Background: an optimization exercise with open tools, aiming at small area and a short achievable clock period. Do not read the settings as production practice.
RTL that was checked went through simulation tests only; none was proved equivalent to the original.
No activity file was given, so power comes from the tool's default toggle rates.

## RvTop
module RvTop(
  input         clock,
  input         reset,
  output        imem_valid,
  output [31:0] imem_addr,
  input  [31:0] imem_rdata,
  output        dmem_valid,
  output [31:0] dmem_addr,
  output [31:0] dmem_wdata,
  output [3:0]  dmem_wmask,
  output        dmem_we,
  input  [31:0] dmem_rdata,
  output        rvfi_valid,
  output [31:0] rvfi_insn,
  output [31:0] rvfi_pc,
  output [31:0] rvfi_mem_addr,
  output [3:0]  rvfi_mem_wmask,
  output [31:0] rvfi_mem_wdata
);
==> flow/config.mk <==
export PLATFORM = sky130hd
export DESIGN_NAME = RvTop
export DESIGN_NICKNAME = RvTop
export VERILOG_FILES = /design/flow/design.v
export SDC_FILE = /design/flow/constraint.sdc
export NUM_CORES = 4
export LEC_CHECK = 0
export CAP_MARGIN = 20
export CORE_MARGIN = 2
export CORE_UTILIZATION = 60
export CTS_BUF_LIST = sky130_fd_sc_hd__clkbuf_16
export CTS_CLUSTER_DIAMETER = 80
export CTS_CLUSTER_SIZE = 20
export PLACE_DENSITY = 0.7
export SLEW_MARGIN = 20
export SYNTH_HIERARCHICAL = 1
export SYNTH_MINIMUM_KEEP_SIZE = 0
export TNS_END_PERCENT = 0
==> flow/constraint.sdc <==
create_clock -name core_clock -period 10.0 [get_ports {clock}]
set_input_delay 2.0000 -clock core_clock [delete_from_list [all_inputs] [get_ports {clock}]]
set_output_delay 2.0000 -clock core_clock [all_outputs]
set_load 0.01 [all_outputs]
standard.sh (not shown) runs the stock make flow with config.mk's settings and CLKGATE_MAP_FILE= SYNTH_SCRIPT=/design/flow/synth_recipe.tcl, a recipe that flattens the netlist after the stock synthesis.
==> flow/flow/run.sh <==
#!/bin/bash
set -euo pipefail
bash standard.sh SETUP_SLACK_MARGIN=6.5 \
  "BUFFER_PORTS_ARGS=-buffer_cell sky130_fd_sc_hd__buf_2" finish > make_finish.log 2>&1
Rerun with:
--- a/flow/config.mk
+++ b/flow/config.mk
@@ -9,7 +9,7 @@
 export CORE_MARGIN = 2
-export CORE_UTILIZATION = 60
+export CORE_UTILIZATION = 45
 export CTS_BUF_LIST = sky130_fd_sc_hd__clkbuf_16
 export CTS_CLUSTER_DIAMETER = 80
-export CTS_CLUSTER_SIZE = 20
-export PLACE_DENSITY = 0.7
+export CTS_CLUSTER_SIZE = 24
+export PLACE_DENSITY = 0.55
 export SLEW_MARGIN = 20
=>
- The new run finished with timing, DRC and antenna clean
- via count went down by 4.1%
- worst setup slack improves by 0.077 ns
- critical path depth went up by 2
- cell area went up by 1.9%
- sequential share of layout area went down by 0.76 points
- global-route usage went down by 11 points
- sequential power barely changes
- power went up by 5.6%
- routed wire length went up by 6.1%
- die area went up by 33%
Rerun with:
--- a/flow/config.mk
+++ b/flow/config.mk
@@ -12,3 +12,3 @@
 export CTS_CLUSTER_DIAMETER = 80
-export CTS_CLUSTER_SIZE = 24
+export CTS_CLUSTER_SIZE = 20
 export PLACE_DENSITY = 0.55
The changed run completed with no timing, DRC or antenna violations.
Register-to-register slack stays flat.
Routed wire length hardly moves.
Core utilization is about the same.
Design area hardly moves.
Clock power hardly moves.
Clock-buffer cell count came out higher by 4.
Power stays flat.
First-iteration DRC count came out higher slightly.
Via count stays flat.
Non-clock buffer count came out lower by 8.
Setup slack gains 0.015 ns.

* * *

RvTop, a different RTL version from the one above (not shown whole).
Size: about 1600 flip-flops, ~300 I/O pins, about 75000 um^2 of cells after synthesis.
// RvTop
module RvTop(
  input         clock,
  input         reset,
  output        imem_valid,
  output [31:0] imem_addr,
  input  [31:0] imem_rdata,
  output        dmem_valid,
  output [31:0] dmem_addr,
  output [31:0] dmem_wdata,
  output [3:0]  dmem_wmask,
  output        dmem_we,
  input  [31:0] dmem_rdata,
  output        rvfi_valid,
  output [31:0] rvfi_insn,
  output [31:0] rvfi_pc,
  output [31:0] rvfi_mem_addr,
  output [3:0]  rvfi_mem_wmask,
  output [31:0] rvfi_mem_wdata
);
Settings: LEC_CHECK=0, CAP_MARGIN=20, CORE_MARGIN=2, CORE_UTILIZATION=30, PLACE_DENSITY=0.45, SETUP_SLACK_MARGIN=3, SLEW_MARGIN=20; clock period 10.0 ns.
run.sh (not shown) runs the stock make flow with config.mk's settings and CLKGATE_MAP_FILE= SYNTH_SCRIPT=/design/flow/synth_recipe.tcl, a recipe that flattens the netlist after the stock synthesis.
Stock flow here: none of the scripts above is used.
Change:
--- a/flow/config.mk
+++ b/flow/config.mk
@@ -11,3 +11,3 @@
 export PLACE_DENSITY = 0.45
-export SETUP_SLACK_MARGIN = 3
+export SETUP_SLACK_MARGIN = 5
 export SLEW_MARGIN = 20
What happened: Hold slack is worse by 0.011 ns. Global-route usage went down by 0.55 points. Setup slack is better by 1.1 ns. Total power went down by 0.52%. Clock power went down by about 1%. Routed wire length went down by 1.3%. Area after synthesis stays the same. Utilization went up by 0.20 points. Sequential share of layout area went down by 0.24 points. Non-clock buffer count went up by 12.
Function was not checked in any run of this note: the RTL went through the layout flow alone.

* * *

Setup of job 7944:
RvTop, a different RTL version from the one above (not shown whole).
Size in the first run: about 1600 flip-flops, ~300 I/O pins, ~0.075 mm2 of cells after synthesis.
export LEC_CHECK = 0
export CAP_MARGIN = 20
export CORE_MARGIN = 2
export CORE_UTILIZATION = 30
export PLACE_DENSITY = 0.45
export SLEW_MARGIN = 20
create_clock -name core_clock -period 10.0 [get_ports {clock}]
standard.sh (not shown) runs the stock make flow with config.mk's settings and CLKGATE_MAP_FILE= SYNTH_SCRIPT=/design/flow/synth_recipe.tcl, a recipe that flattens the netlist after the stock synthesis.
==> flow/flow/run.sh <==
#!/bin/bash
set -euo pipefail
cp standard.sh standard_copy.log
bash standard.sh SETUP_SLACK_MARGIN=6.5 finish > make_finish.log 2>&1
Setup changes, job 7944 to job 4353
Settings: setting SETUP_SLACK_MARGIN to 5 for the first time.
==> flow/run.sh (new file) <==
#!/bin/bash
# synth_recipe.tcl (not shown) runs the flow's synth.tcl, then flattens the netlist and writes it again
# the make line also repeats each setting of config.mk as NAME=value (left out here)
make -C /OpenROAD-flow-scripts/flow DESIGN_CONFIG=/design/flow/config.mk WORK_HOME=/design/flow/orfs CLKGATE_MAP_FILE= SYNTH_SCRIPT=/design/flow/synth_recipe.tcl finish
removed: flow/flow/run.sh
removed: flow/standard.sh
Notes after the runs:
Diff job 7944 -> job 4353: transition at the pin with the smallest max-transition slack went up by 0.0065 ns; clock network fraction of design power went up by 0.9 points. The lower number of setup buffers added after CTS of job 4353 and job 7944 is in job 4353. Total length of routed met2 wires ends up lower on job 4353. Final routed wire length divided by cell count: job 4353 vs job 7944 down 1.8%. Relative to job 7944, job 4353 improves wire length. Number of ordinary and repair buffers in the finished layout on job 4353 is down relative to job 7944. Job 4353 vs job 7944, instance count: job 4353 lower.
No functional check of the RTL was part of any run of this note.

[static timing again, ports no longer ideal]
How much do the figures lean on ideal ports? The routed layouts below were timed once more, with nothing changed but the port constraints.
Step 1 (the two cells are an assumption about what drives the block):
set clk [get_ports {clock}]
set_driving_cell -lib_cell sky130_fd_sc_hd__clkbuf_16 $clk
set_driving_cell -lib_cell sky130_fd_sc_hd__buf_2 [delete_from_list [all_inputs] $clk]
Step 2 times the ports against the registers' clock, not the clock port: input delays grow and output delays shrink by t, the midpoint of the rising clock arrivals with the driver on.
a / b / c = ideal / step 1 / step 2; a / b = the first two.
| run | shift t [ns] | setup WS [ns] | cell pins on the clock port's net |
|---|---|---|---|
| the first run of note 1 | 0.839 | 5.593 / 5.593 / 4.927 | 1 |
| the second run of note 1 | 0.859 | 5.670 / 5.670 / 4.892 | 1 |
| the third run of note 1 | 0.857 | 5.685 / 5.693 / 4.891 | 1 |
| the first run of note 2 | 0.950 | 3.815 / 3.717 / 3.866 | 1 |
| the second run of note 2 | 0.931 | 4.925 / 4.925 / 4.345 | 1 |
| job 7944 | 0.952 | 5.609 / 5.511 / 5.607 | 1 |
| job 4353 | 0.950 | 5.056 / 4.957 / 4.837 | 1 |
After both steps setup and hold are still met in every run listed. For the third run of note 1, which loses most, drivers alone change the setup slack by +0.008 ns; drivers and shift together by -0.794 ns.
